Background: an optimization exercise with open tools, aiming at small area and a short achievable clock period. Do not read the settings as production practice.
Function was checked by simulation only, so behaviour that the tests miss may differ from the original.
No activity file was given, so power comes from the tool's default toggle rates.

==> flow/design.v, too long to show whole: its modules and the start of the top module <==
// module mac_port: 423 lines
// module mac_port0: 235 lines
// module mac_prod: 368 lines
// module mac_cs0: 656 lines
// module mac_cs1: 464 lines
// module mac_cs2: 496 lines
// module mac_cs3: 464 lines
// module add4: 135 lines
// module fa: 4 lines
// module ha: 4 lines
// module benc: 13 lines
// module dffre: 14 lines
// module systolic_array_with_skew: 161 lines
module systolic_array_with_skew
#(
  parameter IFMAP_WIDTH = 16,
  parameter WEIGHT_WIDTH = 16,
  parameter OFMAP_WIDTH = 32,
  parameter ARRAY_HEIGHT = 4,
  parameter ARRAY_WIDTH = 4
)(
  input clk,
  input rst_n,
  input en,
  input weight_en,
  input [3:0] weight_wen,
  input [63:0] ifmap_in,
  input [63:0] weight_in,
  input [127:0] ofmap_in,
  output [127:0] ofmap_out
);
  // ...
==> flow/flow/run.sh <==
#!/bin/bash
set -euo pipefail
WORK=$(pwd)
SETUP_MARGIN=6.3
# extra ORFS settings: no dummy clock-tree loads, small port buffers
EXTRA="'CTS_ARGS=-sink_clustering_enable -repair_clock_nets -dont_use_dummy_load' BUFFER_PORTS_ARGS='-buffer_cell sky130_fd_sc_hd__buf_2'"
FLOWDIR=$WORK/flow

# synthesis script: synth_recipe.tcl with the adder mapping in front of the
# first synth call
{
  echo 'proc synth {args} {'
  echo '  if {![info exists ::adders_mapped]} {'
  echo '    set ::adders_mapped 1'
  echo "    yosys techmap -map $FLOWDIR/fa_map.v"
  echo '  }'
  echo '  yosys synth -nofsm -noshare {*}$args'
  echo '}'
  tail -n +2 "$WORK/synth_recipe.tcl"
} > "$WORK/own_synth.tcl"
grep -q '^proc synth {args} { yosys synth -nofsm -noshare {\*}\$args }$' "$WORK/synth_recipe.tcl"

sed "s#SYNTH_SCRIPT=[^ ]*#SYNTH_SCRIPT=$WORK/own_synth.tcl SETUP_SLACK_MARGIN=$SETUP_MARGIN $EXTRA#" "$WORK/standard.sh" > "$WORK/own_standard.sh"
grep -q "SYNTH_SCRIPT=$WORK/own_synth.tcl" "$WORK/own_standard.sh"

bash "$WORK/own_standard.sh" "$@" > "$WORK/orfs_make.log" 2>&1
==> flow/flow/fa_map.v <==
// Maps the design's full and half adder modules straight onto the
// library's adder cells, so the compressor trees keep their structure.
(* techmap_celltype = "fa" *)
module _map_fa (input a, input b, input c, output s, output co);
  sky130_fd_sc_hd__fa_1 _TECHMAP_REPLACE_ (.A(a), .B(b), .CIN(c), .SUM(s), .COUT(co));
endmodule

(* techmap_celltype = "ha" *)
module _map_ha (input a, input b, output s, output co);
  sky130_fd_sc_hd__ha_1 _TECHMAP_REPLACE_ (.A(a), .B(b), .SUM(s), .COUT(co));
endmodule
==> flow/standard.sh <==
#!/bin/bash
# synth_recipe.tcl (not shown) runs the flow's synth.tcl, then flattens the netlist and writes it again
# the make line also repeats each setting of config.mk as NAME=value (left out here)
make -C /OpenROAD-flow-scripts/flow DESIGN_CONFIG=/design/flow/config.mk WORK_HOME=/design/flow/orfs CLKGATE_MAP_FILE= SYNTH_SCRIPT=/design/flow/synth_recipe.tcl "${@:-finish}"
==> flow/config.mk <==
export PLATFORM = sky130hd
export DESIGN_NAME = systolic_array_with_skew
export DESIGN_NICKNAME = systolic_array_with_skew
export VERILOG_FILES = /design/flow/design.v
export SDC_FILE = /design/flow/constraint.sdc
export NUM_CORES = 4
export LEC_CHECK = 0
export ABC_AREA = 1
export CAP_MARGIN = 20
export CORE_MARGIN = 2
export CORE_UTILIZATION = 40
export SLEW_MARGIN = 20
==> flow/constraint.sdc <==
create_clock -name core_clock -period 10.0 [get_ports {clk}]
set_input_delay 2.0000 -clock core_clock [delete_from_list [all_inputs] [get_ports {clk}]]
set_output_delay 2.0000 -clock core_clock [all_outputs]
set_load 0.01 [all_outputs]
==> results.cfg, run 1 <==
[worst_setup_path]
slowest_delay_ns = 0.59
slowest_stage = fa_2
startpoint = w00snap.r[0]
startpoint_type = register
worst_ep_required_time_ns = 10.92
crit_chain = clkinvlp_4, buf_12, buf_6, buf_6, o22ai_4, xor2_2, fa_2, fa_2, fa_2, fa_2, fa_2, nor2_1, nor2_1
path_max_fanout = 4

[finish]
fillers = 41500
final-nonclk-buf-share = 0.0424
multi_input_area_um2 = 119000
largest_register_ff_count = 480
inv_count = 1100
seq_cells = 2018
final_cells = 24400
buffers_excl_clock = 982

[route]
wl_per_cell_um = 24.1
drtPass1Iterations = 9
met3_wirelength_um = 61500

[yosys]
synth_area_leader_cell = fa_1
synthDistinctLibCells = 42
yosys.area_share.simple = 0.109
synth-async-reset-ratio = 0
synth-compound-area-share = 0.152
synth_area_um2 = 170000
synth_seq_cells = 2018

[timing]
finalSetupViolations = 0
fmax_mhz = 260
setup_slack_ns = 6.15

[pwr]
powerDensity_nw_per_um2 = 250
clockPowerShare = 0.161

[floorplanning]
initial_core_util = 0.401

[global_route]
grt_pass1_vias = 135000
use_met1 = 0.374

[run_status]
status = finished clean
==> run 2, diff against run 1 <==
--- a/flow/config.mk
+++ b/flow/config.mk
@@ -10,3 +10,3 @@
 export CORE_MARGIN = 2
-export CORE_UTILIZATION = 40
+export CORE_UTILIZATION = 65
 export SLEW_MARGIN = 20
==> results.cfg, run 2 <==
[place]
pre_cts_slack_ns = 4.99
place_area_um2 = 171000
post-dp-hpwl_um = 386000
gp_congestion = 0.984
io_buffers = 391

[yosys]
synth_area_leader_cell = fa_1
yosysMostFrequentCell = fa_1
synth_area_leaders = fa_1 (27%), dfxtp_1 (24%), xor2_1 (12%)
synth_edf_count = 0
synth_seq_area_share = 0.238
netlist_instances = 19500
yosysTopAreaCellShare = 0.273
synth_seq_cells = 2018
yosysWarnings = 13
synthDistinctLibCells = 42
synth_area_um2 = 170000
synthFlopType = dfxtp_1
synthTopCellsByCount = fa_1 (2,309), nor2_1 (2,272), xor2_1 (2,239)
synth-async-reset-ratio = 0
syn_area_per_cell_um2 = 8.71

[pwr]
p_leak_nw = 87.9
vdd_drop_max_v = 0.000169
powerDensity_nw_per_um2 = 248

[route]
first_iter_violations = 18900
num_vias = 140000
viasPerCell = 6.36
drtPass1Iterations = 9
wl_per_cell_um = 25.0
route.detailed.drc = 0
wirelength_um = 551000
antenna_left = 0

[floorplanning]
die_h_um = 515
die_width_um = 515
rows = 187
dieArea_um2 = 265000
ios = 392
core_um2 = 259000
initial_core_util = 0.653

[cts]
clkTransAtPathRegs_ns = 0.06
insertion_delay_ns = 0.94
cts-root-buf = clkbuf_16
h-tree-depth = 4
clock_sinks = 2018
cts_buffer_depth = 4
cts_buffers = 228
cts_hold_buf = 0
cts_tree = yes

[finish]
layout-drive-gt1-share = 0.106
mostFrequentLayoutCell = nor2_1
top_register = mc.mr.m.sreg.r
layout_common_cells = nor2_1 (2,265), xor2_1 (2,214), fa_1 (2,027), o22ai_1 (1,990), nand2_1 (1,763)
final_design_area_no_fill_um2 = 181000
top_regs = mc.mr.m.sreg.r: 480 flops, mc.mr.m.creg.r: 447 flops, col.row.wn.wreg.r: 360 flops
syn_to_final_growth_pct = 6.84
nNetsFinal = 21700
largest_register_ff_count = 480

[job]
drv_cap = 0

[global_route]
busiest_layer = met1
grt_max_degree = 212
grt_pass1_wl_um = 823000
overflow = 0
grt_usage = 0.402
gr-usage-met3 = 0.132
use_met2 = 0.554
antenna_found_initial = 24
grt_pass1_vias = 132000
use_met1 = 0.593

[worst_setup_path]
path_max_fanout = 6
cp-end-kind = register
startpoint_type = register
timing.rr.end = mc[0].mr[1].m.creg.r[16]
arrival_ns = 4.66
r2r_slack_ns = 6.17
startpoint = w00snap.r[1]
ff2ff_path_depth = 11
critPathKind = reg2reg
r2r-start = w00snap.r[1]
worst_ep_required_time_ns = 10.83

[timing]
fmax_mhz = 261
rsz0062_at_grt = true
hold_viol_final = 0
setup_slack_ns = 6.17
finalSetupViolations = 0
fin_crit_sh = 0.383
finalSetupTns_ns = 0
slew_viol_final = 0
slew-limit-headroom = 0.266
worst_pin_slew_ns = 1.10
finClkSkew_ns = 0.0820
period_needed_ns = 3.83

[min_path]
whs_endpoint = dsk[0].s[1].r.r[6]
min_from = dsk[0].s[0].r.r[6]
worstHoldPathCells = 2
hp-class = reg2reg

[run_status]
status = finished clean
-- run 2: cell counts after synthesis --
No cell type changed its count.
-- run 2: worst max-delay path, stage by stage, from the launching register on --
cell	delay, ns
dfxtp_2	0.37
clkinvlp_4	0.25
buf_4	0.23
o22ai_4	0.12
xor2_2	0.26
fa_2	0.52
fa_2	0.35
fa_2	0.54
fa_1	0.44
fa_2	0.53
nor2_1	0.04
nor2_1	0.10
-- run 2: repair_timing --
action,CTS,global route
cloned,5,12
gates resized for setup,505,468
pin swaps,48,117
setup buffers,86,140
endpoints found under the hold margin,0,0
setup endpoints to repair,662,997
-- run 2: power breakdown --
group | switching [mW] | internal [mW]
combinational | 15.1 | 11.3
sequential | 1.77 | 9.54
clock | 3.25 | 3.95
-- run 2: how the worst max path moves through the flow --
stage          cells past startpoint  slack [ns]                      endpoint
2_1_floorplan                      8        5.96      mc[0].mr[0].m.creg.r[15]
3_3_place_gp                       7        5.01  col[0].row[0].w00.wreg.r[11]
3_5_place_dp                       6        4.99       mc[0].mr[1].m.creg.r[1]
4_1_cts                           11        6.22      mc[0].mr[1].m.creg.r[19]
5_1_grt                           11        6.11      mc[0].mr[1].m.creg.r[19]
6_report                          11        6.17      mc[0].mr[1].m.creg.r[16]
-- run 2: cells by family (layout without fill, tap and decap cells) --
group,after synthesis,count (layout),synth area share
xor gates and xnor gates,2367,2367,0.122
buffers and inverters,3063,2225,0.0737
DFF,2018,2018,0.238
AOI/OAI and AO/OA,4580,4580,0.152
adders and majority gates,2748,2748,0.305
and+or+nand+nor,4690,4697,0.109
other,1,17,0.0000221
-- run 2: final cells by class --
cell class	count	area, um^2
fillers	21200	78400
repair buffers	897	6940
flip-flops and latches	2018	41200
clock buffers	228	5710
well taps	3402	4260
diodes	15	37.5
multi-input cells	14400	119000
inverters	1100	4510
-- run 2: per-layer routing --
layer / routed length (um) / up-vias / part of all wire
met4: 20500 / 16 / 0.037
met1: 229000 / 68100 / 0.42
li1: - / 62000 / -
met2: 223000 / 8721 / 0.41
met3: 77600 / 1293 / 0.14
met5: 477 / - / 0.00087
-- run 2: through the flow --
| step | utilization | power, mW | instances | hold WS [ns] |
|---|---|---|---|---|
| after floorplan | - | 28.0 | 19500 | 0.429 |
| after global placement | 0.657 | 36.1 | 21600 | 0.438 |
| after detailed placement | 0.657 | 36.4 | 21600 | 0.443 |
| after CTS | 0.687 | 43.9 | 21900 | 0.413 |
| after global routing | 0.698 | 48.1 | 22000 | 0.442 |
| final | 0.698 | 44.9 | 22100 | 0.420 |

[afterwards: timing with drivers on the ports]
In the flow no input, the clock included, has a driving cell. The finished layouts below were timed again as built, in two steps. Step 1 (the two cells are an assumption about what drives the block):
set clk [get_ports {clk}]
set_driving_cell -lib_cell sky130_fd_sc_hd__clkbuf_16 $clk
set_driving_cell -lib_cell sky130_fd_sc_hd__buf_2 [delete_from_list [all_inputs] $clk]
Step 2 adds t to the input delays and takes it off the output delays; t is the mean of the earliest and latest rising clock arrival at the registers after step 1. Input paths then give back, and output paths get back, about the clock's delay inside the block. Three values: no drivers, after step 1, after step 2; two values: the first two.
run | shift t [ns] | setup WS [ns] | cell pins on the clock port's net
run 1 | 1.041 | 6.150 / 6.150 / 5.417 | 1
run 2 | 0.998 | 6.169 / 6.169 / 5.452 | 1
After both steps every run listed still meets setup and hold. For run 1, which loses most, drivers alone change the setup slack by 0.000 ns; drivers and shift together by -0.733 ns.
